Source: an optimization exercise on an open RTL-to-GDS flow (aim: small area, a short achievable clock period and few clock cycles). Production flows keep margins and buffers that such runs may drop. No functional check of the RTL was part of any run shown here. Power figures rest on the tool's default switching activity, not on a simulated workload.

`design.v`:
```
`timescale 1ns/10ps
module ELA(clk, rst, in_data, data_rd, req, wen, addr, data_wr, done);
	input				clk;
	input				rst;
	input		[7:0]	in_data;
	input		[7:0]	data_rd;
	output				req;
	output	reg			wen;
	output	reg	[9:0]	addr;
	output	reg	[7:0]	data_wr;
	output				done;
	localparam S_RT = 2'd0;
	localparam S_RB = 2'd1;
	localparam S_W  = 2'd2;
	reg			interp, fin, req_r;
	reg	[1:0]	slot;
	reg	[8:0]	g;		 
	reg	[7:0]	tn;		 
	reg	[7:0]	t0, t1, t2, b0, b1, b2;
	reg	[7:0]	d1, d2, d3;
	reg	[1:0]	sel;
	assign req  = req_r;
	assign done = fin;
	wire [8:0] p = g - 9'd2;	 
	wire [8:0] g_inc = g + 9'd1;
	wire [3:0] r_inc = g[8:5] + 4'd1;
	function [7:0] absd;
		input [7:0] x, y;
		reg [8:0] u;
		begin
			u = {1'b0, x} - {1'b0, y};
			absd = u[8] ? -u[7:0] : u[7:0];
		end
	endfunction
	always @(posedge clk) begin
		d1 <= absd(t0, b2);
		d2 <= absd(t1, b1);
		d3 <= absd(t2, b0);
	end
	wire edge_col = (g[4:0] == 5'd1) || (g[4:0] == 5'd2);
	always @(posedge clk) begin
		if (edge_col || (d2 <= d1 && d2 <= d3))
			sel <= 2'd0;
		else if (d1 <= d3)
			sel <= 2'd1;
		else
			sel <= 2'd2;
	end
	wire [7:0] x = sel == 2'd1 ? t0 : sel == 2'd2 ? t2 : t1;
	wire [7:0] y = sel == 2'd1 ? b2 : sel == 2'd2 ? b0 : b1;
	wire [8:0] sum = x + y;
	wire [7:0] avg = sum[8:1];
	always @(posedge clk) begin
		if (!interp)
			data_wr <= in_data;
		else
			data_wr <= avg;
	end
	always @(posedge clk or posedge rst) begin
		if (rst) begin
			interp <= 1'b0;
			req_r <= 1'b1;
			fin <= 1'b0;
			slot <= S_W;
			g <= 9'd0;
			wen <= 1'b0;
		end else if (fin) begin
			wen <= 1'b0;
		end else if (!interp) begin
			wen <= 1'b1;
			g <= g_inc;
			if (&g) begin
				interp <= 1'b1;
				req_r <= 1'b0;
			end
		end else begin
			case (slot)
				S_RT: begin
					slot <= S_RB;
					wen <= 1'b0;
				end
				S_RB: begin
					slot <= S_W;
					g <= g_inc;
					wen <= ~(&p[8:1]);
					if (p == 9'd479)
						fin <= 1'b1;
				end
				default: begin
					slot <= S_RT;
					wen <= 1'b0;
				end
			endcase
		end
	end
	always @(posedge clk) begin
		if (!interp || slot == S_W)
			addr <= {g[8:5], 1'b0, g[4:0]};
		else if (slot == S_RT)
			addr <= {r_inc, 1'b0, g[4:0]};
		else
			addr <= {p[8:5], 1'b1, p[4:0]};
	end
	always @(posedge clk) begin
		tn <= data_rd;
		if (interp && slot == S_RB) begin
			t0 <= t1; t1 <= t2; t2 <= tn;
			b0 <= b1; b1 <= b2; b2 <= data_rd;
		end
	end
endmodule
```
`run.sh`:
```
#!/bin/bash
# synth_recipe.tcl (not shown) runs the flow's synth.tcl, then flattens the netlist and writes it again
# the make line also repeats each setting of config.mk as NAME=value (left out here)
make -C /OpenROAD-flow-scripts/flow DESIGN_CONFIG=/design/flow/config.mk WORK_HOME=/design/flow/orfs CLKGATE_MAP_FILE= SYNTH_SCRIPT=/design/flow/synth_recipe.tcl finish
```
`config.mk`:
```
export PLATFORM = sky130hd
export DESIGN_NAME = ELA
export DESIGN_NICKNAME = ELA
export VERILOG_FILES = /design/flow/design.v
export SDC_FILE = /design/flow/constraint.sdc
export NUM_CORES = 8
export LEC_CHECK = 0
export CAP_MARGIN = 20
export CORE_MARGIN = 2
export CORE_UTILIZATION = 40
export CTS_BUF_LIST = sky130_fd_sc_hd__clkbuf_4
export CTS_CLUSTER_DIAMETER = 100
export CTS_CLUSTER_SIZE = 40
export SETUP_SLACK_MARGIN = 4.3
export SLEW_MARGIN = 20
```
`constraint.sdc`:
```
create_clock -name core_clock -period 7.0 [get_ports {clk}]
set_input_delay 1.4000 -clock core_clock [delete_from_list [all_inputs] [get_ports {clk}]]
set_output_delay 1.4000 -clock core_clock [all_outputs]
set_load 0.01 [all_outputs]
```
==> results.json, run 1 <==
{
  "outcome": "finished clean",
  "syn_avg_cell_area_sq_um": 10.68,
  "r2r-start": "t0[0]$_DFFE_PP_",
  "max_freq_mhz": 385.0,
  "ys_ff_latch": 115,
  "power_density_nw_per_um2": 159.4,
  "worstPathCellList": "buf_2",
  "cts-buffers-inserted": 17,
  "ant_nets": 0,
  "dieHeight_um": 131.9,
  "critPathLaunchType": "flip-flop",
  "design_area_sq_um": 7443,
  "tightest_slew_ns": 0.7792,
  "die-area_sq_um": 17400,
  "syn_nets": 701,
  "critPathTopFamily": "flip-flops",
  "setup_viol": 0,
  "period_minus_slack_ns": 2.597,
  "clock_sinks": 115,
  "grt.total_usage_pct": 16.42,
  "highest_layer": "met4",
  "start_util_pct": 41.05,
  "dp_cells": 850,
  "antenna_found_initial": 0,
  "cp.required_ns": 5.60,
  "cts_tree": "done",
  "syn-instance-count": 613,
  "hold_viol": 0,
  "cts.clk_slew.worst_paths_ns": 0.11,
  "grt_pass1_vias": 4408,
  "synth_edf_count": 48,
  "met2WireLength_um": 6715,
  "arrival_ns": 1.20,
  "die_w_um": 131.9,
  "antenna_cells": 0,
  "holdWs_ns": 0.4089,
  "end_kind": "output port",
  "cp_num_buf_inv": 1,
  "wl_met3_um": 479,
  "overflow": 0,
  "clock_latency_ns": 0.53,
  "drt-initial-drc-count": 309,
  "vdd_ir_drop_max_mv": 0.1617,
  "fin_nets": 751,
  "postSynth.asyncResetShare_pct": 13.04,
  "setup_tns_ns": 0,
  "regMostFlops": "addr",
  "place_congestion": 0.8556,
  "cts_root_buf": "clkbuf_4",
  "htreeDepth": 4,
  "wl_met1_um": 6349,
  "drive_gt1_share_pct": 13.46,
  "power.leakage_nw": 3.131,
  "num-fill-cells": 1519,
  "cap_viol_max_count": 0,
  "dr.pass1.iters": 4,
  "worstPathMaxFanout": 2,
  "routed_via_density": 5.072,
  "slowest_delay_ns": 0.55,
  "synth_warnings": 1,
  "cp-startpoint": "req_r$_DFFE_PP1P_",
  "ys.flop_type": "dfxtp_1",
  "io_pins": 39,
  "utilization_pct": 46.69,
  "drc": 0,
  "netlist_area_sq_um": 6544,
  "cts_buffer_depth": 2,
  "avgRoutedWirePerCell_um": 15.55,
  "dr_total_vias": 4524,
  "grt_start_max_net_pins": 49,
  "path_class": "flip-flop to output port",
  "num_rows": 46,
  "cpMaxStageDelayCell": "dfstp_2",
  "core_area_sq_um": 15940,
  "hold_path_startpoint": "tn[0]$_DFF_P_",
  "reg_top3": "addr: 10 flops, g: 9 flops",
  "largest_reg_flops": 10,
  "drt_wl_total_um": 13870,
  "port_buffers": 38,
  "dp_hpwl_um": 10450,
  "mostFrequentLayoutCell": "ha_1",
  "relSlewSlack_pct": 48.06,
  "final_cell_mix": "66 x ha_1, 60 x inv_1, 50 x dfxtp_1, 48 x nor2_1, 48 x edfxtp_1",
  "postPlaceCellArea_sq_um": 7096,
  "instances_no_fill": 892,
  "hp-class": "flip-flop to flip-flop",
  "syn_to_final_growth_pct": 13.75,
  "timing.final.crit_share_pct": 37.11,
  "grt_setup_unrepaired": "no",
  "grt_pass1_wl_um": 22490,
  "yosysUniqueCellTypes": 61,
  "skew_ns": 0.01915,
  "ys_seq_area_share_pct": 43.71,
  "final_max_slew_viol_count": 0
}
## report_power, final
group	internal (mW)	switching [mW]
Clock	0.219	0.249
Combinational	0.0118	0.00617
Sequential	0.699	0.00114
Total	0.930	0.257
## cells by family (layout without fill, tap and decap cells)
kind of cell	after synthesis	after routing	share of synthesized area [%]
simple gates	141	141	11.76
xor+xnor	52	52	6.960
fa+ha+maj	70	70	13.84
compound gates	131	131	14.47
mux	25	25	3.996
flops	115	115	43.71
buf+inv	79	142	5.258
## layer usage
metal | global-route usage [%] | vias to the layer above
li1 | - | 2272
met1 | 20.66 | 2169
met2 | 26.85 | 69
met3 | 4.383 | 14
met4 | 6.522 | 0
met5 | 0 | -
## stage by stage
stage	power (mW)	setup slack [ns]
2_1_floorplan	0.7202	4.319
6_report	1.186	4.403
5_1_grt	1.241	4.303
3_5_place_dp	0.7361	3.862
4_1_cts	1.211	4.340
3_3_place_gp	0.7358	3.936
## cell usage after synthesis (3+ instances only)
library cell / count / area (sq um)
a21oi_2: 5 / 43.79
clkbuf_1: 9 / 33.78
xnor2_1: 36 / 315.3
o32ai_2: 3 / 48.80
o21ai_2: 3 / 26.28
ha_1: 66 / 825.8
inv_1: 61 / 229.0
nand3_1: 5 / 25.02
a21o_1: 10 / 75.07
nor2b_1: 14 / 87.58
o21bai_1: 5 / 37.54
a211oi_2: 3 / 37.54
and3_1: 5 / 31.28
nand2_1: 25 / 93.84
a31oi_2: 4 / 50.05
a211oi_1: 14 / 105.1
or2_2: 3 / 18.77
nor3_1: 6 / 30.03
fa_1: 4 / 80.08
buf_6: 4 / 45.04
buf_2: 3 / 15.01
o21ai_0: 26 / 130.1
dfxtp_1: 52 / 1041
a31oi_1: 4 / 25.02
mux2i_1: 16 / 160.2
o21a_1: 10 / 75.07
edfxtp_1: 48 / 1441
mux2_2: 8 / 90.09
nor3_2: 3 / 30.03
dfrtp_1: 13 / 325.3
nand2b_1: 4 / 25.02
o21ai_1: 3 / 15.01
xor2_1: 16 / 140.1
nand4_1: 8 / 50.05
or3b_1: 3 / 26.28
nor3b_1: 6 / 45.04
nor2_1: 49 / 183.9
a21oi_1: 26 / 130.1
## final timing paths
kind,slack [ns],endpoint,depth (start not counted)
min in group asynchronous,1.23,interp$_DFFE_PP0N_,2
max reg2reg,4.46,d1[1]$_DFF_P_,10
min,0.41,t2[0]$_DFFE_PP_,0
min reg2reg,0.41,t2[0]$_DFFE_PP_,0
max,4.40,req,1
max in group asynchronous,5.36,fin$_DFF_PP0_,2
## repair_timing
action | CTS | global route
pin swaps | 0 | 1
endpoints found under the setup margin | 27 | 3
resized for setup | 29 | 5
hold buffers | 0 | 0
setup buffers | 2 | 8
## area by class of cell
cell class	count	area, sq um	area share [%]
clock buffer	20	150.1	2.017
timing repair buffer	49	451.7	6.068
inverter	61	229.0	3.076
clock inverter	12	116.4	1.563
tap	216	270.3	3.631
multi-input combinational	419	3357	45.10
sequential	115	2869	38.54
==> run 2: changes to the inputs <==
--- a/design.v
+++ b/design.v
@@ -23,12 +23,33 @@
 	assign done = fin;
-	wire [8:0] p = g - 9'd2;	 
-	wire [8:0] g_inc = g + 9'd1;
-	wire [3:0] r_inc = g[8:5] + 4'd1;
+	function [8:0] inc9;
+		input [8:0] v;
+		integer i; reg c;
+		begin
+			c = 1'b1;
+			for (i = 0; i < 9; i = i + 1) begin inc9[i] = v[i] ^ c; c = c & v[i]; end
+		end
+	endfunction
+	function [3:0] inc4;
+		input [3:0] v;
+		integer i; reg c;
+		begin
+			c = 1'b1;
+			for (i = 0; i < 4; i = i + 1) begin inc4[i] = v[i] ^ c; c = c & v[i]; end
+		end
+	endfunction
+	function [8:0] dec2;
+		input [8:0] v;
+		integer i; reg b;
+		begin
+			dec2[0] = v[0];
+			b = 1'b1;
+			for (i = 1; i < 9; i = i + 1) begin dec2[i] = v[i] ^ b; b = b & ~v[i]; end
+		end
+	endfunction
+	wire [8:0] p = dec2(g);		 
+	wire [8:0] g_inc = inc9(g);
+	wire [3:0] r_inc = inc4(g[8:5]);
 	function [7:0] absd;
 		input [7:0] x, y;
-		reg [8:0] u;
-		begin
-			u = {1'b0, x} - {1'b0, y};
-			absd = u[8] ? -u[7:0] : u[7:0];
-		end
+		absd = (x > y) ? x - y : y - x;
 	endfunction
==> results.json, run 2 <==
{
  "critPathTopFamily": "flip-flops",
  "r2r_end": "d2[5]$_DFF_P_",
  "syn_nets": 807,
  "num_rows": 48,
  "critPathLaunchType": "flip-flop",
  "period_minus_slack_ns": 2.626,
  "instances_no_fill": 984,
  "arrival_ns": 1.23,
  "overflow": 0,
  "syn-instance-count": 688,
  "cap_viol_max_count": 0,
  "mostFrequentLayoutCell": "ha_1",
  "io_pins": 39,
  "final_cell_mix": "91 x ha_1, 84 x inv_1, 50 x dfxtp_1, 48 x edfxtp_1, 45 x o21ai_0",
  "cp_num_buf_inv": 1,
  "max_freq_mhz": 380.8,
  "utilization_pct": 47.16,
  "cp-startpoint": "req_r$_DFFE_PP1P_",
  "start_util_pct": 40.45,
  "cpMaxStageDelayCell": "dfstp_2",
  "yosysTopAreaCell": "edfxtp_1",
  "holdWs_ns": 0.4097,
  "htreeDepth": 4,
  "vdd_ir_drop_max_mv": 0.1090,
  "worstPathCellList": "clkbuf_2",
  "hold_viol": 0,
  "avgRoutedWirePerCell_um": 15.69,
  "skew_ns": 0.02316,
  "synth_common_cells": "94 x ha_1, 84 x inv_1, 52 x dfxtp_1",
  "syn_to_final_growth_pct": 16.61,
  "setup_tns_ns": 0,
  "postPlaceCellArea_sq_um": 7500,
  "finalPower_mw": 1.294,
  "setup_ws_ns": 4.374,
  "drt-initial-drc-count": 311,
  "drc": 0,
  "die-area_sq_um": 18380,
  "ys.flop_type": "dfxtp_1",
  "cts_root_buf": "clkbuf_4",
  "power_density_nw_per_um2": 160.3,
  "place_congestion": 0.9079,
  "design_area_sq_um": 8073,
  "ys_ff_latch": 115,
  "synth.most_common_cell": "ha_1",
  "antenna_found_initial": 1,
  "largest_reg_flops": 10,
  "grt_setup_unrepaired": "yes",
  "synthTopCellsByArea": "edfxtp_1 21%, ha_1 17%, dfxtp_1 15%, dfrtp_1 4.7%, inv_1 4.6%",
  "final_max_slew_viol_count": 0,
  "setup.worst_path.end": "req",
  "hp-class": "flip-flop to flip-flop",
  "regMostFlops": "addr",
  "dp_cells": 932,
  "routed_via_density": 5.234,
  "dr_total_vias": 5150,
  "outcome": "finished clean",
  "drt_wl_total_um": 15440,
  "cts_hold_buffers": 0,
  "cts_buffer_depth": 2,
  "end_kind": "output port",
  "ant_nets": 0,
  "cts.clk_slew.worst_paths_ns": 0.11,
  "synth_top_area_share_pct": 20.82,
  "timing.final.crit_share_pct": 37.52,
  "grt.total_usage_pct": 17.58,
  "r2r.worst_path.cells": 10,
  "dieHeight_um": 135.6,
  "port_buffers": 38,
  "postSynth.asyncResetShare_pct": 13.04,
  "grt_pass1_vias": 5052,
  "dp_hpwl_um": 11510,
  "fin_nets": 864,
  "cts-buffers-inserted": 17,
  "grt_pass1_wl_um": 25000,
  "power.leakage_nw": 3.676,
  "rrSetupSlack_ns": 4.40,
  "dp_slack_ns": 3.924,
  "ys_seq_area_share_pct": 41.32,
  "r2r-start": "t1[0]$_DFFE_PP_",
  "clock_sinks": 115,
  "setup_viol": 0,
  "cts_tree": "done",
  "drive_gt1_share_pct": 11.61,
  "worstPathMaxFanout": 2,
  "netlist_area_sq_um": 6923,
  "reg_top3": "addr: 10 flops, g: 9 flops",
  "synth_edf_count": 48,
  "path_class": "flip-flop to output port",
  "core_area_sq_um": 17120,
  "path_depth": 1,
  "clock_latency_ns": 0.56,
  "die_w_um": 135.6,
  "num-fill-cells": 1593,
  "slowest_delay_ns": 0.54,
  "syn_avg_cell_area_sq_um": 10.06,
  "tightest_slew_ns": 0.6797,
  "cp.required_ns": 5.60,
  "relSlewSlack_pct": 54.69,
  "dr.pass1.iters": 5,
  "grt_start_max_net_pins": 50,
  "yosysUniqueCellTypes": 60,
  "synth_warnings": 1
}
## run 2: changes by cell type in the layout (fill, tap and decap cells not counted), moves of 15 or more
| cell | change |
|---|---|
| a21oi_1 | +17 |
| nand2_1 | +15 |
| ha_1 | +25 |
| xnor2_1 | -26 |
| o21ai_0 | +20 |
| inv_1 | +24 |
## run 2: cell type report
cell class | count | area, sq um | area share, %
antenna | 1 | 2.502 | 0.03100
clock buffer | 20 | 150.1 | 1.860
clock inverter | 12 | 188.9 | 2.340
inverter | 85 | 319.1 | 3.952
multi-input combinational | 467 | 3699 | 45.82
sequential | 115 | 2868 | 35.52
tap | 225 | 281.5 | 3.487
timing repair buffer | 59 | 564.3 | 6.990
## run 2: power breakdown
| part | internal, mW | leakage (nW) | switching (mW) |
|---|---|---|---|
| combinational | 0.0120 | 2.44 | 0.00623 |
| clock | 0.327 | 0.182 | 0.248 |
| sequential | 0.699 | 1.05 | 0.00133 |
| total | 1.04 | 3.68 | 0.256 |
## run 2: worst min path at each step
stage,start,endpoint,slack [ns],depth (start not counted)
floorplan,tn[0]$_DFF_P_,t2[0]$_DFFE_PP_,0.39,0
global placement,tn[6]$_DFF_P_,t2[6]$_DFFE_PP_,0.39,0
detailed placement,tn[4]$_DFF_P_,t2[4]$_DFFE_PP_,0.39,0
CTS,tn[4]$_DFF_P_,t2[4]$_DFFE_PP_,0.41,0
global route,tn[2]$_DFF_P_,t2[2]$_DFFE_PP_,0.42,0
finish,tn[4]$_DFF_P_,t2[4]$_DFFE_PP_,0.41,0
## run 2: layer usage
layer	routed length, um	global-route usage (%)	vias up
met5	0	0	-
met3	816	3.554	22
met1	7193	23.42	2468
met4	231	6.887	0
met2	7199	28.11	143
li1	-	-	2517
## run 2: logic make-up after synthesis
group	synth area share, %
xor+xnor	3.416
mux	5.386
buf+inv	6.163
flops	41.32
simple gates	10.50
compound gates	14.21
fa+ha+maj	19.01
## run 2: timing repair
item,4_1_cts,5_1_grt
pin swaps,1,4
gates resized for setup,31,16
cloned,1,1
endpoints found under the setup margin,27,12
setup buffers,8,9
==> run 3: changes to the inputs <==
--- a/design.v
+++ b/design.v
@@ -20,33 +20,8 @@
 	reg	[7:0]	d1, d2, d3;
-	reg	[1:0]	sel;
+	reg			sel_af, sel_cd;
 	assign req  = req_r;
 	assign done = fin;
-	function [8:0] inc9;
-		input [8:0] v;
-		integer i; reg c;
-		begin
-			c = 1'b1;
-			for (i = 0; i < 9; i = i + 1) begin inc9[i] = v[i] ^ c; c = c & v[i]; end
-		end
-	endfunction
-	function [3:0] inc4;
-		input [3:0] v;
-		integer i; reg c;
-		begin
-			c = 1'b1;
-			for (i = 0; i < 4; i = i + 1) begin inc4[i] = v[i] ^ c; c = c & v[i]; end
-		end
-	endfunction
-	function [8:0] dec2;
-		input [8:0] v;
-		integer i; reg b;
-		begin
-			dec2[0] = v[0];
-			b = 1'b1;
-			for (i = 1; i < 9; i = i + 1) begin dec2[i] = v[i] ^ b; b = b & ~v[i]; end
-		end
-	endfunction
-	wire [8:0] p = dec2(g);		 
-	wire [8:0] g_inc = inc9(g);
-	wire [3:0] r_inc = inc4(g[8:5]);
+	wire [8:0] p = g - 9'd2;	 
+	wire [8:0] g_inc = g + 9'd1;
+	wire [3:0] r_inc = g[8:5] + 4'd1;
 	function [7:0] absd;
@@ -61,12 +36,11 @@
 	wire edge_col = (g[4:0] == 5'd1) || (g[4:0] == 5'd2);
+	wire be = edge_col || (d2 <= d1 && d2 <= d3);
+	wire af = d1 <= d3;
 	always @(posedge clk) begin
-		if (edge_col || (d2 <= d1 && d2 <= d3))
-			sel <= 2'd0;
-		else if (d1 <= d3)
-			sel <= 2'd1;
-		else
-			sel <= 2'd2;
+		sel_af <= ~be & af;
+		sel_cd <= ~be & ~af;
 	end
-	wire [7:0] x = sel == 2'd1 ? t0 : sel == 2'd2 ? t2 : t1;
-	wire [7:0] y = sel == 2'd1 ? b2 : sel == 2'd2 ? b0 : b1;
+	wire sel_be = ~sel_af & ~sel_cd;
+	wire [7:0] x = ({8{sel_af}} & t0) | ({8{sel_cd}} & t2) | ({8{sel_be}} & t1);
+	wire [7:0] y = ({8{sel_af}} & b2) | ({8{sel_cd}} & b0) | ({8{sel_be}} & b1);
 	wire [8:0] sum = x + y;
==> results.json, run 3 <==
{
  "outcome": "finished clean",
  "mostFrequentLayoutCell": "inv_1",
  "die-area_sq_um": 17770,
  "wl_met1_um": 6742,
  "synth_warnings": 1,
  "dp_slack_ns": 4.363,
  "grt.total_usage_pct": 17.21,
  "yosysTopAreaCell": "edfxtp_1",
  "hold_viol": 0,
  "switchingPower_mw": 0.2726,
  "cpMaxStageDelayCell": "dfrtp_1",
  "design_area_sq_um": 7606,
  "final_max_slew_viol_count": 0,
  "drt-initial-drc-count": 303,
  "place_congestion": 0.9118,
  "dieHeight_um": 133.3,
  "wl_met3_um": 567,
  "grt_pass1_wl_um": 23780,
  "grt_start_max_net_pins": 49,
  "max_freq_mhz": 386.4,
  "clock_sinks": 115,
  "dr_total_vias": 4765,
  "highest_layer": "met4",
  "ant_nets": 0,
  "synth_edf_count": 48,
  "vdd_ir_drop_max_mv": 0.1487,
  "rrSetupSlack_ns": 4.57,
  "worstPathMaxFanout": 2,
  "dp_hpwl_um": 11340,
  "path_class": "flip-flop to output port",
  "htreeDepth": 4,
  "reg_top3": "addr: 10 flops, g: 9 flops",
  "r2r.worst_path.cells": 10,
  "netlist_area_sq_um": 6686,
  "ys_ff_latch": 115,
  "regMostFlops": "addr",
  "synthTopCellsByArea": "edfxtp_1 22%, ha_1 16%, dfxtp_1 16%, inv_1 4.9%, dfrtp_1 4.9%",
  "r2r-start": "sel_cd$_DFF_P_",
  "setup_viol": 0,
  "routed_via_density": 5.113,
  "cts_root_buf": "clkbuf_4",
  "syn-instance-count": 653,
  "internal_power_mw": 1.003,
  "port_buffers": 38,
  "drive_gt1_share_pct": 7.736,
  "r2r_end": "data_wr[5]$_DFF_P_",
  "core_area_sq_um": 16470,
  "syn_to_final_growth_pct": 13.75,
  "final_cell_mix": "87 x inv_1, 84 x ha_1, 55 x nand2_1, 50 x dfxtp_1, 48 x edfxtp_1",
  "period_minus_slack_ns": 2.588,
  "end_kind": "output port",
  "critPathLaunchType": "flip-flop",
  "io_pins": 39,
  "avgRoutedWirePerCell_um": 15.61,
  "worstPathCellList": "dlygate4sd2_1",
  "start_util_pct": 40.61,
  "drc": 0,
  "timing.final.crit_share_pct": 36.97,
  "cts.clk_slew.worst_paths_ns": 0.11,
  "hold_depth": 0,
  "slowest_delay_ns": 0.39,
  "fin_nets": 807,
  "largest_reg_flops": 10,
  "pwr-share-comb_pct": 1.4,
  "synth_common_cells": "87 x inv_1, 84 x ha_1, 55 x nand2_1",
  "critPathTopFamily": "flip-flops",
  "yosysUniqueCellTypes": 60,
  "hold_path_end": "t2[0]$_DFFE_PP_",
  "cap_viol_max_count": 0,
  "dr.pass1.iters": 4,
  "power_frac_clock_pct": 43.6,
  "cts_tree": "done",
  "holdWs_ns": 0.4096,
  "postSynth.asyncResetShare_pct": 13.04,
  "arrival_ns": 1.19,
  "drt_wl_total_um": 14550,
  "power.leakage_nw": 3.536,
  "tightest_slew_ns": 0.6661,
  "antenna_found_initial": 1,
  "p_sw_share_pct": 21.37,
  "synth_top_area_share_pct": 21.56,
  "power_frac_seq_pct": 54.9,
  "clock_latency_ns": 0.53,
  "die_w_um": 133.3,
  "grt_setup_unrepaired": "no",
  "cts_buffer_depth": 2,
  "hp-class": "flip-flop to flip-flop",
  "setup_ws_ns": 4.412,
  "synth.most_common_cell": "inv_1",
  "cp_num_buf_inv": 1,
  "met2WireLength_um": 6969,
  "cp.required_ns": 5.60,
  "syn_avg_cell_area_sq_um": 10.24,
  "setup_tns_ns": 0,
  "power_density_nw_per_um2": 167.7,
  "syn_nets": 762,
  "ys_seq_area_share_pct": 42.78,
  "grt_pass1_vias": 4672,
  "cts_hold_buffers": 0,
  "num_rows": 47,
  "relSlewSlack_pct": 55.59,
  "cts-buffers-inserted": 17,
  "hold_path_startpoint": "tn[0]$_DFF_P_",
  "ys.flop_type": "dfxtp_1",
  "skew_ns": 0.02383,
  "overflow": 0,
  "postPlaceCellArea_sq_um": 7273
}
[run 3: routing by layer]
metal  global-route usage [%]  up-vias
met3                    3.539       18
met5                        0        -
met4                    6.501        0
met1                    22.60     2281
met2                    28.09       99
li1                         -     2367
[run 3: metrics by stage]
stage / std cells / total power, mW / utilization, %
floorplan: 653 / 0.7204 / -
global placement: 895 / 0.7360 / 44.17
detailed placement: 895 / 0.7365 / 44.17
CTS: 928 / 1.296 / 46.05
global route: 932 / 1.326 / 46.19
finish: 932 / 1.276 / 46.19
[run 3: how the worst max path moves through the flow]
stage	start	slack, ns	cells past startpoint	to
final	fin$_DFF_PP0_	4.41	1	done
after global placement	sel_af$_DFF_P_	4.52	10	data_wr[5]$_DFF_P_
after detailed placement	sel_af$_DFF_P_	4.36	10	data_wr[5]$_DFF_P_
after global routing	fin$_DFF_PP0_	4.33	1	done
after CTS	req_r$_DFFE_PP1P_	4.24	1	req
after floorplan	interp$_DFFE_PP0N_	4.49	3	b0[0]$_DFFE_PP_
[run 3: cells by family after synthesis]
| family | after synthesis | share of synthesized area (%) |
|---|---|---|
| flip-flops | 115 | 42.78 |
| buffers and inverters | 105 | 6.194 |
| AND/OR/NAND/NOR | 136 | 9.787 |
| adder cells (fa/ha/maj) | 91 | 17.81 |
| AO/OA/AOI/OAI | 139 | 14.00 |
| XOR/XNOR | 38 | 4.977 |
| multiplexers | 29 | 4.454 |
[run 3: area by class of cell]
| cell class | count | area (sq um) |
|---|---|---|
| antenna | 1 | 2.502 |
| clock buffer | 19 | 142.6 |
| clock inverter | 13 | 185.2 |
| fill | 1563 | 8860 |
| inverter | 88 | 330.3 |
| multi-input combinational | 433 | 3420 |
| sequential | 115 | 2863 |
| tap | 220 | 275.3 |
| timing repair buffer | 43 | 387.9 |
[run 3: repair_timing]
| action | in CTS | in global routing |
|---|---|---|
| setup buffers | 1 | 3 |
| pin swaps | 0 | 1 |
| resized for setup | 21 | 4 |
| endpoints found under the setup margin | 21 | 4 |
| gates cloned | 0 | 0 |
[run 3: power groups by stage]
| stage | combinational, mW | sequential, mW | clock (mW) |
|---|---|---|---|
| floorplan | 0.00350 | 0.717 | 0 |
| finish | 0.0184 | 0.701 | 0.557 |
| global placement | 0.0203 | 0.716 | 0 |
| CTS | 0.0190 | 0.701 | 0.577 |
| global route | 0.0202 | 0.701 | 0.605 |
| detailed placement | 0.0206 | 0.716 | 0 |
==> run 4: changes to the inputs <==
--- a/design.v
+++ b/design.v
@@ -28,3 +28,7 @@
 		input [7:0] x, y;
-		absd = (x > y) ? x - y : y - x;
+		reg [8:0] u;
+		begin
+			u = {1'b0, x} - {1'b0, y};
+			absd = u[8] ? y - x : u[7:0];
+		end
 	endfunction
==> results.json, run 4 <==
{
  "regMostFlops": "addr",
  "setup_viol": 0,
  "power.leakage_nw": 3.452,
  "avgRoutedWirePerCell_um": 15.54,
  "drt_wl_total_um": 14660,
  "reg_top3": "addr: 10 flops, g: 9 flops",
  "overflow": 0,
  "dr.pass1.iters": 5,
  "slowest_delay_ns": 0.55,
  "ant_nets": 0,
  "synth_common_cells": "88 x inv_1, 84 x ha_1, 52 x dfxtp_1",
  "clock_latency_ns": 0.54,
  "fin_nets": 818,
  "vdd_ir_drop_max_mv": 0.1083,
  "max_freq_mhz": 384.8,
  "syn-instance-count": 666,
  "syn_avg_cell_area_sq_um": 10.08,
  "dieHeight_um": 133.6,
  "ys_ff_latch": 115,
  "final_max_slew_viol_count": 0,
  "core_area_sq_um": 16520,
  "antenna_found_initial": 1,
  "num_rows": 47,
  "mostFrequentLayoutCell": "inv_1",
  "grt.total_usage_pct": 16.98,
  "critPathLaunchType": "flip-flop",
  "grt_start_max_net_pins": 50,
  "ys.flop_type": "dfxtp_1",
  "setup_tns_ns": 0,
  "period_minus_slack_ns": 2.599,
  "io_pins": 39,
  "synth_edf_count": 48,
  "critPathTopFamily": "flip-flops",
  "grt_pass1_wl_um": 23680,
  "clock_sinks": 115,
  "skew_ns": 0.01921,
  "dr_total_vias": 4870,
  "synth.most_common_cell": "inv_1",
  "hold_path_startpoint": "tn[5]$_DFF_P_",
  "drc": 0,
  "r2r.worst_path.cells": 10,
  "cts.clk_slew.worst_paths_ns": 0.11,
  "start_util_pct": 40.65,
  "drive_gt1_share_pct": 7.895,
  "utilization_pct": 45.85,
  "timing.final.crit_share_pct": 37.12,
  "cts_tree": "done",
  "rrSetupSlack_ns": 4.49,
  "routed_via_density": 5.164,
  "relSlewSlack_pct": 47.86,
  "synth_warnings": 1,
  "yosysTopAreaCell": "edfxtp_1",
  "die-area_sq_um": 17840,
  "synthTopCellsByArea": "edfxtp_1 21%, ha_1 16%, dfxtp_1 15%, inv_1 4.9%, dfrtp_1 4.8%",
  "dp_hpwl_um": 11410,
  "netlist_area_sq_um": 6716,
  "cp_num_buf_inv": 1,
  "grt_setup_unrepaired": "no",
  "syn_to_final_growth_pct": 12.82,
  "tightest_slew_ns": 0.7821,
  "path_class": "flip-flop to output port",
  "place_congestion": 0.8623,
  "hp-class": "flip-flop to flip-flop",
  "end_kind": "output port",
  "postSynth.asyncResetShare_pct": 13.04,
  "cpMaxStageDelayCell": "dfstp_2",
  "hold_path_end": "t2[5]$_DFFE_PP_",
  "grt_pass1_vias": 4729,
  "power_density_nw_per_um2": 153.9,
  "syn_nets": 775,
  "yosysUniqueCellTypes": 58,
  "worstPathCellList": "buf_2",
  "r2r_end": "data_wr[5]$_DFF_P_",
  "cts_buffer_depth": 2,
  "cp.required_ns": 5.60,
  "cap_viol_max_count": 0,
  "outcome": "finished clean",
  "ys_seq_area_share_pct": 42.59,
  "hold_depth": 0,
  "largest_reg_flops": 10,
  "port_buffers": 38,
  "r2r-start": "sel_af$_DFF_P_",
  "design_area_sq_um": 7577,
  "synth_top_area_share_pct": 21.46,
  "arrival_ns": 1.20,
  "cts_root_buf": "clkbuf_4",
  "postPlaceCellArea_sq_um": 7318,
  "hold_viol": 0,
  "htreeDepth": 4,
  "cts-buffers-inserted": 17,
  "worstPathMaxFanout": 2,
  "drt-initial-drc-count": 423,
  "final_cell_mix": "88 x inv_1, 84 x ha_1, 51 x nand2_1, 50 x dfxtp_1, 48 x edfxtp_1",
  "die_w_um": 133.6
}
==> run 4: how the worst max path moves through the flow <==
stage | from | to | slack, ns | cells after the start
after floorplan | interp$_DFFE_PP0N_ | fin$_DFF_PP0_ | 4.39 | 5
after global placement | sel_af$_DFF_P_ | data_wr[5]$_DFF_P_ | 4.12 | 10
after detailed placement | sel_af$_DFF_P_ | data_wr[5]$_DFF_P_ | 3.96 | 10
after CTS | sel_cd$_DFF_P_ | data_wr[5]$_DFF_P_ | 4.29 | 10
after global routing | wen$_DFF_PP0_ | wen | 4.31 | 1
final | req_r$_DFFE_PP1P_ | req | 4.40 | 1
==> run 4: layer usage <==
metal  global-route usage, %  wire [um]  up-vias
met1                   21.73       6794     2315
met4                   5.260        178        0
li1                        -          -     2398
met5                       0          0        -
met2                   27.49       6792      142
met3                   5.403        892       15
==> run 4: what timing repair did <==
action	CTS	global route
hold buffers	0	0
buffers inserted	1	0
endpoints found under the setup margin	26	8
gates resized for setup	26	5
==> run 4: cell families (layout without fill, tap and decap cells) <==
family | count (synthesis) | in the layout | synth area share, %
AO/OA/AOI/OAI | 148 | 148 | 14.16
XOR/XNOR | 35 | 35 | 4.564
adder cells (fa/ha/maj) | 91 | 91 | 17.73
buffers and inverters | 104 | 160 | 5.943
flip-flops | 115 | 115 | 42.59
multiplexers | 25 | 25 | 3.875
other | 0 | 1 | 0
AND/OR/NAND/NOR | 148 | 148 | 11.14
==> run 4: cell type report <==
type,instances,area [sq um]
repair buffers,40,366.6
flip-flops and latches,115,2863
clock inverters,13,111.4
well taps,220,275.3
fillers,1556,8947
multi-input cells,447,3486
inverters,88,330.3
clock buffers,19,142.6
diodes,1,2.502
==> run 4: report_power, final <==
group	internal [mW]	total, mW	switching, mW
clock network	0.183	0.447	0.264
registers	0.700	0.701	0.00131
logic	0.0120	0.0184	0.00642
==> run 4: stage by stage <==
| step | hold WS (ns) | std cells | setup WS, ns | total power [mW] |
|---|---|---|---|---|
| 2_1_floorplan | 0.3855 | 666 | 4.393 | 0.7202 |
| 3_5_place_dp | 0.3887 | 909 | 3.961 | 0.7365 |
| 6_report | 0.4091 | 943 | 4.401 | 1.166 |
| 3_3_place_gp | 0.3858 | 909 | 4.119 | 0.7361 |
| 4_1_cts | 0.4140 | 942 | 4.285 | 1.183 |
| 5_1_grt | 0.4242 | 943 | 4.314 | 1.210 |
==> run 5: changes to the inputs <==
--- a/design.v
+++ b/design.v
@@ -31,3 +31,3 @@
 			u = {1'b0, x} - {1'b0, y};
-			absd = u[8] ? y - x : u[7:0];
+			absd = u[8] ? -u[7:0] : u[7:0];
 		end
@@ -46,7 +46,6 @@
 	end
-	wire sel_be = ~sel_af & ~sel_cd;
-	wire [7:0] x = ({8{sel_af}} & t0) | ({8{sel_cd}} & t2) | ({8{sel_be}} & t1);
-	wire [7:0] y = ({8{sel_af}} & b2) | ({8{sel_cd}} & b0) | ({8{sel_be}} & b1);
-	wire [8:0] sum = x + y;
-	wire [7:0] avg = sum[8:1];
+	wire [8:0] s_be = t1 + b1;
+	wire [8:0] s_af = t0 + b2;
+	wire [8:0] s_cd = t2 + b0;
+	wire [7:0] avg = sel_af ? s_af[8:1] : sel_cd ? s_cd[8:1] : s_be[8:1];
 	always @(posedge clk) begin
==> results.json, run 5 <==
{
  "outcome": "finished clean",
  "timing.final.crit_share_pct": 37.89,
  "critPathTopFamily": "flip-flops",
  "syn_nets": 753,
  "syn-instance-count": 646,
  "grt.total_usage_pct": 17.07,
  "synth_top_area_share_pct": 21.48,
  "antenna_found_initial": 0,
  "grt_start_max_net_pins": 49,
  "cpMaxStageDelayCell": "dfrtp_1",
  "drc": 0,
  "cts_hold_buffers": 0,
  "io_pins": 39,
  "dr_total_vias": 4665,
  "synthTopCellsByArea": "edfxtp_1 21%, dfxtp_1 16%, ha_1 15%, xnor2_1 6.4%, dfrtp_1 4.8%",
  "syn_avg_cell_area_sq_um": 10.39,
  "arrival_ns": 1.25,
  "r2r.worst_path.cells": 11,
  "setup_viol": 0,
  "largest_reg_flops": 10,
  "cts.clk_slew.worst_paths_ns": 0.09,
  "fin_nets": 800,
  "grt_pass1_vias": 4875,
  "regMostFlops": "addr",
  "power_density_nw_per_um2": 160.1,
  "relSlewSlack_pct": 55.80,
  "start_util_pct": 40.76,
  "avgRoutedWirePerCell_um": 15.41,
  "multi_input_area_sq_um": 3512,
  "end_kind": "output port",
  "num_rows": 47,
  "period_minus_slack_ns": 2.653,
  "cts_buffer_depth": 2,
  "syn_to_final_growth_pct": 13.76,
  "dr.pass1.iters": 4,
  "overflow": 0,
  "place_congestion": 0.9147,
  "path_depth": 1,
  "drt_wl_total_um": 14280,
  "synth_edf_count": 48,
  "synth.most_common_cell": "ha_1",
  "cts_root_buf": "clkbuf_4",
  "synth_warnings": 1,
  "yosysUniqueCellTypes": 62,
  "final_cell_mix": "83 x ha_1, 79 x inv_1, 52 x dfxtp_1, 48 x xnor2_1, 48 x edfxtp_1",
  "hold_depth": 0,
  "clock_sinks": 115,
  "die-area_sq_um": 17830,
  "cts-buffers-inserted": 17,
  "cap_viol_max_count": 0,
  "grt_setup_unrepaired": "no",
  "worstPathCellList": "dlygate4sd2_1",
  "postSynth.asyncResetShare_pct": 13.04,
  "hp-class": "flip-flop to flip-flop",
  "cp_num_buf_inv": 1,
  "port_buffers": 38,
  "ys_ff_latch": 115,
  "mostFrequentLayoutCell": "ha_1",
  "synth_common_cells": "83 x ha_1, 79 x inv_1, 52 x dfxtp_1",
  "skew_ns": 0.03652,
  "drt-initial-drc-count": 390,
  "grt_pass1_wl_um": 23780,
  "core_area_sq_um": 16470,
  "seqCellArea_sq_um": 2860,
  "reg_top3": "addr: 10 flops, g: 9 flops",
  "ant_nets": 0,
  "final_max_slew_viol_count": 0,
  "tightest_slew_ns": 0.6630,
  "path_class": "flip-flop to output port",
  "hold_viol": 0,
  "instances_no_fill": 927,
  "die_w_um": 133.5,
  "dp_hpwl_um": 11100,
  "slowest_delay_ns": 0.42,
  "num-fill-cells": 1551,
  "drive_gt1_share_pct": 9.490,
  "max_freq_mhz": 377.0,
  "dp_cells": 889,
  "critPathLaunchType": "flip-flop",
  "finalPower_mw": 1.222,
  "netlist_area_sq_um": 6711,
  "power.leakage_nw": 3.334,
  "ys_seq_area_share_pct": 42.62,
  "cp.required_ns": 5.60,
  "clock_latency_ns": 0.56,
  "ys.flop_type": "dfxtp_1",
  "vdd_ir_drop_max_mv": 0.1817,
  "worstPathMaxFanout": 3,
  "routed_via_density": 5.032,
  "cts_tree": "done",
  "yosysTopAreaCell": "edfxtp_1",
  "setup_tns_ns": 0,
  "htreeDepth": 4,
  "dieHeight_um": 133.5
}
==> run 5: cell count changes after synthesis, moves of 9 or more <==
cell     delta
nand2_1    -35
xnor2_1    +29
nor2_1     +19
mux2i_1    -14
a22oi_1    -10
inv_1       -9
==> run 5: worst paths after layout <==
check,startpoint,endpoint,slack [ns]
setup / recovery,fin$_DFF_PP0_,done,4.35
hold reg to reg,tn[2]$_DFF_P_,t2[2]$_DFFE_PP_,0.41
setup reg to reg,t1[0]$_DFFE_PP_,d2[6]$_DFF_P_,4.40
hold / removal,tn[2]$_DFF_P_,t2[2]$_DFFE_PP_,0.41
max in group asynchronous,rst,slot[0]$_DFFE_PP0P_,5.37
min in group asynchronous,rst,g[8]$_DFFE_PP0P_,1.22
==> run 5: final cells by class <==
class	count	share of cell area, %
clock inverter	13	1.868
inverter	81	3.982
tap	220	3.605
clock buffer	19	1.868
timing repair buffer	44	5.179
sequential	115	37.46
antenna	1	0.03278
multi-input combinational	434	46.00
==> run 5: what timing repair did <==
item                                    4_1_cts  5_1_grt
buffers inserted                              0        5
pin swaps                                     0        4
resized for setup                            21        9
endpoints found under the setup margin       21       13
==> run 5: metrics by stage <==
stage / utilization (%) / setup WS (ns) / area (sq um) / hold WS [ns]
after global routing: 46.35 / 4.300 / 7632 / 0.4193
after CTS: 45.93 / 4.212 / 7564 / 0.4162
after floorplan: - / 4.733 / 6714 / 0.3855
final: 46.37 / 4.348 / 7635 / 0.4135
after detailed placement: 44.36 / 4.448 / 7305 / 0.3905
after global placement: 44.36 / 4.482 / 7305 / 0.3894
==> run 5: routing by layer <==
metal | vias up | global-route usage, % | part of all wire (%)
li1 | 2327 | - | -
met3 | 15 | 3.615 | 3.1
met4 | 0 | 6.560 | 1.6
met2 | 76 | 28.81 | 49
met1 | 2247 | 21.47 | 46
met5 | - | 0 | 0
==> run 5: cells by family (layout without fill, tap and decap cells) <==
group / count (synthesis) / count (layout) / synth area share, %
AND/OR/NAND/NOR: 139 / 139 / 11.15
AO/OA/AOI/OAI: 133 / 133 / 13.44
flip-flops: 115 / 115 / 42.62
buffers and inverters: 97 / 157 / 5.686
adder cells (fa/ha/maj): 89 / 89 / 17.26
XOR/XNOR: 63 / 63 / 8.221
multiplexers: 10 / 10 / 1.622
other: 0 / 1 / 0
==> run 5: power by group <==
part / total, mW / switching (mW) / internal [mW]
combinational: 0.0198 / 0.00735 / 0.0125
clock: 0.502 / 0.253 / 0.249
sequential: 0.701 / 0.00122 / 0.700
==> run 6: changes to the inputs <==
--- a/design.v
+++ b/design.v
@@ -46,6 +46,7 @@
 	end
-	wire [8:0] s_be = t1 + b1;
-	wire [8:0] s_af = t0 + b2;
-	wire [8:0] s_cd = t2 + b0;
-	wire [7:0] avg = sel_af ? s_af[8:1] : sel_cd ? s_cd[8:1] : s_be[8:1];
+	wire sel_be = ~sel_af & ~sel_cd;
+	wire [7:0] x = ({8{sel_af}} & t0) | ({8{sel_cd}} & t2) | ({8{sel_be}} & t1);
+	wire [7:0] y = ({8{sel_af}} & b2) | ({8{sel_cd}} & b0) | ({8{sel_be}} & b1);
+	wire [8:0] sum = x + y;
+	wire [7:0] avg = sum[8:1];
 	always @(posedge clk) begin
==> flow/run.sh (new file) <==
#!/bin/bash
# Layout flow: the standard ORFS flow, with two changes:
#  - synthesis does not extract full/half adder cells (ADDER_MAP_FILE empty),
#    so ABC maps all of the arithmetic itself;
#  - the port buffers are sky130_fd_sc_hd__buf_2 cells.
set -euo pipefail
bash standard.sh ADDER_MAP_FILE= \
  "BUFFER_PORTS_ARGS=-buffer_cell sky130_fd_sc_hd__buf_2" \
  finish > make_finish.log 2>&1
==> standard.sh (new file) <==
#!/bin/bash
# synth_recipe.tcl (not shown) runs the flow's synth.tcl, then flattens the netlist and writes it again
# the make line also repeats each setting of config.mk as NAME=value (left out here)
make -C /OpenROAD-flow-scripts/flow DESIGN_CONFIG=/design/flow/config.mk WORK_HOME=/design/flow/orfs CLKGATE_MAP_FILE= SYNTH_SCRIPT=/design/flow/synth_recipe.tcl "${@:-finish}"
removed: run.sh
==> results.json, run 6 <==
{
  "ys_ff_latch": 115,
  "period_minus_slack_ns": 2.595,
  "pwr-share-comb_pct": 1.0,
  "grt_setup_unrepaired": "yes",
  "dr_total_vias": 4241,
  "die-area_sq_um": 15360,
  "grt.total_usage_pct": 18.16,
  "grtUsageMet3_pct": 4.625,
  "num_rows": 43,
  "worstPathMaxFanout": 2,
  "path_class": "flip-flop to output port",
  "grt.busiest_layer": "met2",
  "syn_avg_cell_area_sq_um": 10.37,
  "switchingPower_mw": 0.2512,
  "dieHeight_um": 123.9,
  "power_frac_seq_pct": 56.1,
  "setup_viol": 0,
  "reg_top3": "addr: 10 flops, g: 9 flops",
  "postSynth.asyncResetShare_pct": 13.04,
  "p_sw_share_pct": 20.13,
  "syn-instance-count": 555,
  "end_kind": "output port",
  "met1_usage_pct": 24.99,
  "cpMaxStageDelayCell": "dfstp_2",
  "cts_tree": "done",
  "power_density_nw_per_um2": 191.7,
  "largest_reg_flops": 10,
  "cts_root_buf": "clkbuf_4",
  "mostFrequentLayoutCell": "dfxtp_1",
  "grt_pass1_wl_um": 20730,
  "hold_path_startpoint": "tn[6]$_DFF_P_",
  "grt_pass1_vias": 4013,
  "fin_nets": 620,
  "drt-initial-drc-count": 297,
  "synth.most_common_cell": "dfxtp_1",
  "syn_nets": 573,
  "routed_via_density": 5.328,
  "synth_top_area_share_pct": 25.05,
  "ant_nets": 0,
  "drc": 0,
  "drive_gt1_share_pct": 17.40,
  "clock_sinks": 115,
  "dp_hpwl_um": 9603,
  "tightest_slew_ns": 0.8163,
  "timing.final.crit_share_pct": 37.08,
  "cp-startpoint": "req_r$_DFFE_PP1P_",
  "relSlewSlack_pct": 45.58,
  "internal_power_mw": 0.9964,
  "netlist_area_sq_um": 5754,
  "synth_common_cells": "52 x dfxtp_1, 48 x edfxtp_1, 46 x xnor2_1",
  "cp_num_buf_inv": 1,
  "arrival_ns": 1.20,
  "dr.pass1.iters": 5,
  "yosysTopAreaCell": "edfxtp_1",
  "grt_start_max_net_pins": 50,
  "antenna_found_initial": 1,
  "cts-buffers-inserted": 17,
  "core_area_sq_um": 13990,
  "slowest_delay_ns": 0.54,
  "worstPathCellList": "buf_2",
  "finalPower_mw": 1.248,
  "cts_hold_buffers": 0,
  "vdd_ir_drop_max_mv": 0.1713,
  "yosysUniqueCellTypes": 52,
  "cts.clk_slew.worst_paths_ns": 0.10,
  "globalRouteMet2Util_pct": 26.85,
  "ys_seq_area_share_pct": 49.71,
  "avgRoutedWirePerCell_um": 16.06,
  "r2r-start": "t2[3]$_DFFE_PP_",
  "hp-class": "flip-flop to flip-flop",
  "synth_edf_count": 48,
  "start_util_pct": 41.14,
  "io_pins": 39,
  "ys.flop_type": "dfxtp_1",
  "synthTopCellsByArea": "edfxtp_1 25%, dfxtp_1 18%, xnor2_1 7.0%, dfrtp_1 5.7%, xor2_1 4.1%",
  "power.leakage_nw": 2.542,
  "regMostFlops": "addr",
  "cts_buffer_depth": 2,
  "cap_viol_max_count": 0,
  "place_congestion": 0.8586,
  "final_cell_mix": "50 x dfxtp_1, 48 x edfxtp_1, 46 x xnor2_1",
  "port_buffers": 38,
  "skew_ns": 0.01689,
  "critPathLaunchType": "flip-flop",
  "overflow": 0,
  "outcome": "finished clean",
  "clock_latency_ns": 0.54,
  "setup_tns_ns": 0,
  "htreeDepth": 4,
  "hold_viol": 0,
  "synth_warnings": 1,
  "cp.required_ns": 5.60,
  "critPathTopFamily": "flip-flops",
  "drt_wl_total_um": 12790,
  "die_w_um": 123.9,
  "syn_to_final_growth_pct": 13.11,
  "max_freq_mhz": 385.3,
  "final_max_slew_viol_count": 0,
  "power_frac_clock_pct": 42.8
}
[run 6: logic make-up (layout without fill, tap and decap cells)]
kind of cell             after synthesis  count (layout)  share of synthesized area, %
AO/OA/AOI/OAI                        118             118                         14.42
multiplexers                          12              12                         2.174
adder cells (fa/ha/maj)               28              28                         5.262
other                                  0               1                             0
AND/OR/NAND/NOR                      155             155                         13.72
XOR/XNOR                              73              73                         11.11
buffers and inverters                 54             114                         3.609
flip-flops                           115             115                         49.71
[run 6: what timing repair did]
item,CTS,global route
setup endpoints to repair,4,13
resized for setup,1,9
setup buffers,0,5
pin swaps,0,2
[run 6: layout make-up]
cell class	count	area (sq um)
clock inverter	12	161.4
fill	1334	7480
tap	180	225.2
inverter	38	142.6
sequential	115	2863
antenna	1	2.502
timing repair buffer	44	235.2
clock buffer	20	150.1
multi-input combinational	386	2729
[run 6: path summary, 6_finish.rpt]
kind                       cells past startpoint  slack, ns                   to
min                                            0       0.40      t2[6]$_DFFE_PP_
max                                            1       4.40                  req
min in group asynchronous                      2       0.89     g[4]$_DFFE_PP0P_
min reg2reg                                    0       0.40      t2[6]$_DFFE_PP_
max reg2reg                                    8       4.41        d3[1]$_DFF_P_
max in group asynchronous                      2       5.72  slot[1]$_DFFE_PP1P_
[run 6: power groups by stage]
stage / clock (mW) / sequential [mW] / combinational, mW
after floorplan: 0 / 0.717 / 0.00321
after detailed placement: 0 / 0.716 / 0.0132
final: 0.534 / 0.700 / 0.0128
after CTS: 0.547 / 0.701 / 0.0132
after global placement: 0 / 0.715 / 0.0129
after global routing: 0.582 / 0.701 / 0.0147
[run 6: per-stage QoR]
stage               area, sq um  utilization, %  hold slack, ns  setup slack [ns]  cells
floorplan                  5757               -          0.3855             4.643    555
global placement           6120           43.75          0.3863             4.293    758
detailed placement         6120           43.75          0.3887             4.139    758
CTS                        6434           45.99          0.4049             4.332    790
global route               6509           46.53          0.4235             4.257    796
finish                     6509           46.53          0.4018             4.405    796
[run 6: routing by layer]
metal / wire length (um) / vias up
met1: 6095 / 2003
li1: - / 2072
met5: 0 / -
met4: 304 / 0
met2: 5672 / 139
met3: 714 / 27
==> run 7: changes to the inputs <==
--- a/config.mk
+++ b/config.mk
@@ -13,3 +13,3 @@
 export CTS_CLUSTER_SIZE = 40
-export SETUP_SLACK_MARGIN = 4.3
+export SETUP_SLACK_MARGIN = 4.8
 export SLEW_MARGIN = 20
==> results.json, run 7 <==
{
  "outcome": "finished clean",
  "hp-class": "flip-flop to flip-flop",
  "overflow": 0,
  "dr.pass1.iters": 4,
  "tightest_slew_ns": 0.9066,
  "max_freq_mhz": 387.5,
  "timing.final.crit_share_pct": 36.87,
  "synth_top_area_share_pct": 25.05,
  "clock_latency_ns": 0.53,
  "setup_tns_ns": 0,
  "synthTopCellsByArea": "edfxtp_1 25%, dfxtp_1 18%, xnor2_1 7.0%, dfrtp_1 5.7%, xor2_1 4.1%",
  "setup_viol": 0,
  "die-area_sq_um": 15360,
  "cts_tree": "done",
  "port_buffers": 38,
  "power_density_nw_per_um2": 162.2,
  "avgRoutedWirePerCell_um": 16.88,
  "htreeDepth": 4,
  "grt_pass1_vias": 4279,
  "grt.total_usage_pct": 19.15,
  "reg_top3": "addr: 10 flops, g: 9 flops",
  "antenna_cells": 0,
  "routed_via_density": 5.340,
  "cts-buffers-inserted": 17,
  "yosysTopAreaCell": "edfxtp_1",
  "skew_ns": 0.01995,
  "syn-instance-count": 555,
  "worstPathMaxFanout": 2,
  "switchingPower_mw": 0.2568,
  "cpMaxStageDelayCell": "dfstp_2",
  "worstPathCellList": "buf_6",
  "syn_avg_cell_area_sq_um": 10.37,
  "grt_setup_unrepaired": "yes",
  "netlist_area_sq_um": 5754,
  "ys_seq_area_share_pct": 49.71,
  "place_congestion": 0.8904,
  "postSynth.asyncResetShare_pct": 13.04,
  "power_frac_seq_pct": 59.2,
  "critPathTopFamily": "flip-flops",
  "core_area_sq_um": 13990,
  "clock_sinks": 115,
  "drive_gt1_share_pct": 33.18,
  "pwr-share-comb_pct": 1.1,
  "critPathLaunchType": "flip-flop",
  "syn_nets": 573,
  "ant_nets": 0,
  "slowest_delay_ns": 0.56,
  "end_kind": "output port",
  "final_max_slew_viol_count": 0,
  "drt_wl_total_um": 14230,
  "num_rows": 43,
  "dieHeight_um": 123.9,
  "drc": 0,
  "cts.clk_slew.worst_paths_ns": 0.10,
  "holdWs_ns": 0.4071,
  "start_util_pct": 41.14,
  "synth.most_common_cell": "dfxtp_1",
  "final_cell_mix": "48 x edfxtp_1, 46 x buf_4, 42 x xnor2_1, 42 x dfxtp_1",
  "utilization_pct": 52.05,
  "grt_pass1_wl_um": 21790,
  "regMostFlops": "addr",
  "vdd_ir_drop_max_mv": 0.1387,
  "mostFrequentLayoutCell": "edfxtp_1",
  "fin_nets": 668,
  "period_minus_slack_ns": 2.581,
  "dp_hpwl_um": 9562,
  "ys_ff_latch": 115,
  "grt_start_max_net_pins": 50,
  "ys.flop_type": "dfxtp_1",
  "die_w_um": 123.9,
  "path_class": "flip-flop to output port",
  "arrival_ns": 1.18,
  "dp_slack_ns": 4.049,
  "cp.required_ns": 5.60,
  "cp_num_buf_inv": 1,
  "cts_root_buf": "clkbuf_4",
  "cap_viol_max_count": 0,
  "yosysUniqueCellTypes": 52,
  "synth_common_cells": "52 x dfxtp_1, 48 x edfxtp_1, 46 x xnor2_1",
  "power_frac_clock_pct": 39.6,
  "io_pins": 39,
  "relSlewSlack_pct": 39.00,
  "internal_power_mw": 0.9239,
  "p_sw_share_pct": 21.75,
  "syn_to_final_growth_pct": 26.53,
  "largest_reg_flops": 10,
  "cts_hold_buffers": 0,
  "power.leakage_nw": 2.880,
  "antenna_found_initial": 0,
  "dr_total_vias": 4502,
  "synth_warnings": 1,
  "drt-initial-drc-count": 311,
  "synth_edf_count": 48,
  "setup_ws_ns": 4.419,
  "hold_viol": 0,
  "cts_buffer_depth": 2
}
## run 7: cell counts after synthesis
No cell type changed its count.
## run 7: cells by family (layout without fill, tap and decap cells)
logic type / count (synthesis) / count (layout) / synth area share, %
AO/OA/AOI/OAI: 118 / 118 / 14.42
XOR/XNOR: 73 / 73 / 11.11
adder cells (fa/ha/maj): 28 / 28 / 5.262
buffers and inverters: 54 / 162 / 3.609
flip-flops: 115 / 115 / 49.71
multiplexers: 12 / 12 / 2.174
AND/OR/NAND/NOR: 155 / 155 / 13.72
## run 7: worst reg2reg max path, stage by stage (launching register included)
cell and delay, ns:
edfxtp_1 0.46, nand2b_4 0.11, maj3_2 0.21, maj3_4 0.23, a41oi_2 0.11, a221o_1 0.40
maj3_2 0.38, buf_4 0.17, a211oi_4 0.21, xnor2_1 0.14
## run 7: routing by layer
layer	part of all wire, %	vias to the layer above	routed length [um]	global-route usage (%)
met3	6.7	33	949	5.907
li1	-	2167	-	-
met2	47	142	6691	28.43
met5	0	-	0	0
met1	43	2160	6149	25.20
met4	3.1	0	435	9.761
## run 7: path summary, 6_finish.rpt
check	endpoint	from	slack, ns	cells past startpoint
min reg2reg	t2[6]$_DFFE_PP_	tn[6]$_DFF_P_	0.41	0
min in group asynchronous	g[3]$_DFFE_PP0P_	rst	0.91	2
min	t2[6]$_DFFE_PP_	tn[6]$_DFF_P_	0.41	0
max	req	req_r$_DFFE_PP1P_	4.42	1
max reg2reg	d3[1]$_DFF_P_	b0[0]$_DFFE_PP_	4.50	9
max in group asynchronous	fin$_DFF_PP0_	rst	5.69	2
## run 7: power groups by stage
| stage | sequential [mW] | combinational [mW] | clock, mW |
|---|---|---|---|
| 2_1_floorplan | 0.717 | 0.00321 | 0 |
| 3_3_place_gp | 0.716 | 0.0125 | 0 |
| 3_5_place_dp | 0.716 | 0.0128 | 0 |
| 4_1_cts | 0.700 | 0.0128 | 0.479 |
| 5_1_grt | 0.700 | 0.0151 | 0.514 |
| 6_report | 0.700 | 0.0132 | 0.468 |
## run 7: cell type report
type | count | area, sq um
tap | 180 | 225.2
timing repair buffer | 92 | 669.4
clock buffer | 20 | 150.1
multi-input combinational | 386 | 3097
sequential | 115 | 2883
clock inverter | 12 | 113.9
fill | 1260 | 6708
inverter | 38 | 142.6
## run 7: timing repair
action,CTS,global route
hold endpoints to repair,0,0
pin swaps,33,34
buffers inserted,33,20
gates resized for setup,58,49
endpoints found under the setup margin,101,92
## run 7: stage by stage
step / power, mW / cell area (sq um) / std cells
after floorplan: 0.7200 / 5801 / 555
after global placement: 0.7280 / 6158 / 758
after detailed placement: 0.7284 / 6158 / 758
after CTS: 1.192 / 6905 / 823
after global routing: 1.229 / 7281 / 843
final: 1.181 / 7281 / 843
==> run 8: changes to the inputs <==
--- a/config.mk
+++ b/config.mk
@@ -7,2 +7,3 @@
 export LEC_CHECK = 0
+export ABC_AREA = 1
 export CAP_MARGIN = 20
@@ -13,3 +14,3 @@
 export CTS_CLUSTER_SIZE = 40
-export SETUP_SLACK_MARGIN = 4.8
+export SETUP_SLACK_MARGIN = 4.6
 export SLEW_MARGIN = 20
==> results.json, run 8 <==
{
  "dieHeight_um": 131.7,
  "synth_edf_count": 48,
  "cts.clk_slew.worst_paths_ns": 0.11,
  "netlist_area_sq_um": 6524,
  "path_class": "flip-flop to output port",
  "hp-class": "flip-flop to flip-flop",
  "clock_sinks": 115,
  "critPathLaunchType": "flip-flop",
  "cap_viol_max_count": 0,
  "num-fill-cells": 1626,
  "vdd_ir_drop_max_mv": 0.1706,
  "relSlewSlack_pct": 48.72,
  "slowest_delay_ns": 0.55,
  "grt_pass1_wl_um": 23760,
  "cts_buffer_depth": 2,
  "cp.required_ns": 5.60,
  "synthTopCellsByArea": "edfxtp_1 22%, nand2_1 18%, dfxtp_1 16%, inv_1 7.6%, dfrtp_1 5.0%",
  "grt_start_max_net_pins": 50,
  "syn-instance-count": 905,
  "max_freq_mhz": 387.8,
  "cts_root_buf": "clkbuf_4",
  "cts_hold_buffers": 0,
  "timing.final.crit_share_pct": 36.83,
  "syn_to_final_growth_pct": 11.87,
  "clock_latency_ns": 0.54,
  "worstPathCellList": "buf_6",
  "synth.most_common_cell": "nand2_1",
  "synth_common_cells": "315 x nand2_1, 132 x inv_1, 84 x nor2_1",
  "end_kind": "output port",
  "ant_nets": 0,
  "grt_setup_unrepaired": "yes",
  "fin_nets": 972,
  "reg_top3": "addr: 10 flops, g: 9 flops",
  "routed_via_density": 4.683,
  "grt_pass1_vias": 4883,
  "syn_avg_cell_area_sq_um": 7.209,
  "final_cell_mix": "315 x nand2_1, 132 x inv_1, 83 x nor2_1, 58 x nand3_1, 49 x dfxtp_1",
  "die_w_um": 131.7,
  "hold_viol": 0,
  "antenna_found_initial": 1,
  "port_buffers": 38,
  "syn_nets": 923,
  "cts-buffers-inserted": 17,
  "die-area_sq_um": 17350,
  "grt.total_usage_pct": 17.16,
  "core_area_sq_um": 15890,
  "postPlaceCellArea_sq_um": 6915,
  "mostFrequentLayoutCell": "nand2_1",
  "utilization_pct": 45.94,
  "ys.flop_type": "dfxtp_1",
  "drt_wl_total_um": 14110,
  "drive_gt1_share_pct": 13.24,
  "tightest_slew_ns": 0.7682,
  "yosysTopAreaCell": "edfxtp_1",
  "synth_top_area_share_pct": 22.09,
  "cts_tree": "done",
  "num_rows": 46,
  "yosysUniqueCellTypes": 45,
  "period_minus_slack_ns": 2.578,
  "avgRoutedWirePerCell_um": 11.91,
  "skew_ns": 0.01480,
  "outcome": "finished clean",
  "place_congestion": 0.8247,
  "power.leakage_nw": 3.706,
  "ys_ff_latch": 115,
  "io_pins": 39,
  "dp_hpwl_um": 11020,
  "final_max_slew_viol_count": 0,
  "drc": 0,
  "largest_reg_flops": 10,
  "drt-initial-drc-count": 363,
  "htreeDepth": 4,
  "cpMaxStageDelayCell": "dfstp_2",
  "synth_warnings": 1,
  "postSynth.asyncResetShare_pct": 13.04,
  "setup_ws_ns": 4.422,
  "critPathTopFamily": "flip-flops",
  "dr_total_vias": 5549,
  "cp_num_buf_inv": 1,
  "dp_slack_ns": 4.936,
  "dr.pass1.iters": 5,
  "arrival_ns": 1.18,
  "setup_tns_ns": 0,
  "ys_seq_area_share_pct": 43.84,
  "overflow": 0,
  "setup_viol": 0,
  "start_util_pct": 41.07,
  "regMostFlops": "addr",
  "design_area_sq_um": 7298,
  "worstPathMaxFanout": 2,
  "power_density_nw_per_um2": 176.5
}
run 8: path summary, 6_finish.rpt:
kind                               startpoint                   to  slack [ns]  cells past startpoint
max reg2reg                interp$_DFFE_PP0N_      addr[3]$_DFF_P_        4.88                      6
max                         req_r$_DFFE_PP1P_                  req        4.42                      1
max in group asynchronous                 rst     g[4]$_DFFE_PP0P_        5.68                      2
min reg2reg                     tn[2]$_DFF_P_      t2[2]$_DFFE_PP_        0.42                      0
min                             tn[2]$_DFF_P_      t2[2]$_DFFE_PP_        0.42                      0
min in group asynchronous                 rst  slot[0]$_DFFE_PP0P_        0.91                      2
run 8: area by class of cell:
| type | instances | area [sq um] | share of cell area [%] |
|---|---|---|---|
| flip-flops and latches | 115 | 2864 | 39.24 |
| multi-input cells | 642 | 3069 | 42.05 |
| clock buffers | 17 | 127.6 | 1.749 |
| inverters | 138 | 518.0 | 7.098 |
| diodes | 2 | 5.005 | 0.06858 |
| clock inverters | 15 | 214.0 | 2.932 |
| repair buffers | 40 | 230.2 | 3.154 |
| well taps | 216 | 270.3 | 3.703 |
run 8: logic make-up (layout without fill, tap and decap cells):
kind of cell	Yosys count	in the layout	share of synthesized area, %
AOI/OAI and AO/OA	86	86	8.036
xor gates and xnor gates	31	31	4.162
adders and majority gates	1	1	0.1534
buffers and inverters	148	210	9.225
DFF	115	115	43.84
muxes	1	1	0.1726
other	0	2	0
and+or+nand+nor	523	523	34.41
run 8: per-layer routing:
metal / track usage (%) / up-vias / wire (um)
li1: - / 2961 / -
met1: 23.74 / 2461 / 6973
met2: 26.27 / 101 / 6266
met3: 3.125 / 26 / 485
met4: 7.669 / 0 / 384
met5: 0 / - / 0
run 8: where the power goes:
part / internal [mW] / switching (mW)
Sequential: 0.700 / 0.00100
Combinational: 0.00630 / 0.00659
Clock: 0.315 / 0.259
Total: 1.02 / 0.267
run 8: repair_timing:
action,CTS,global route
setup endpoints to repair,21,21
resized for setup,3,4
buffers inserted,1,0
run 8: stage by stage:
stage | cells | hold WS, ns | power [mW]
floorplan | 905 | 0.3855 | 0.7201
global placement | 1150 | 0.3877 | 0.7284
detailed placement | 1150 | 0.3936 | 0.7285
CTS | 1183 | 0.4196 | 1.305
global route | 1185 | 0.4214 | 1.335
finish | 1185 | 0.4162 | 1.288

[static timing again, ports no longer ideal]
How much do the figures lean on ideal ports? The routed layouts below were timed once more, with nothing changed but the port constraints.
Step 1, drivers: a clkbuf_16 drives clk and a buf_2 each remaining input, both assumed.
Step 2 adds t to the input delays and takes it off the output delays; t is the mean of the earliest and latest rising clock arrival at the registers after step 1. Input paths then give back, and output paths get back, about the clock's delay inside the block.
Three values: ideal, step 1, step 2; two values: the first two.
run	shift t [ns]	setup WS [ns]	hold slack, ns	worst setup path at the end	worst register clock-pin slew, ns
run 1	0.550	4.403 / 4.368 / 4.459	0.409 / 0.409 / 0.409	register to register	0.11 / 0.11
run 2	0.583	4.374 / 4.340 / 4.400	0.410 / 0.410 / 0.410	register to register	0.11 / 0.11
run 3	0.549	4.412 / 4.376 / 4.568	0.410 / 0.410 / 0.410	register to register	0.12 / 0.12
run 4	0.569	4.401 / 4.361 / 4.491	0.409 / 0.409 / 0.409	register to register	0.12 / 0.12
run 5	0.576	4.348 / 4.311 / 4.401	0.414 / 0.414 / 0.414	register to register	0.12 / 0.12
run 6	0.571	4.405 / 4.369 / 4.409	0.402 / 0.402 / 0.402	register to register	0.11 / 0.11
run 7	0.552	4.419 / 4.385 / 4.502	0.407 / 0.407 / 0.407	register to register	0.11 / 0.11
run 8	0.567	4.422 / 4.385 / 4.881	0.416 / 0.416 / 0.416	register to register	0.11 / 0.11
After both steps setup and hold are still met in every run listed.
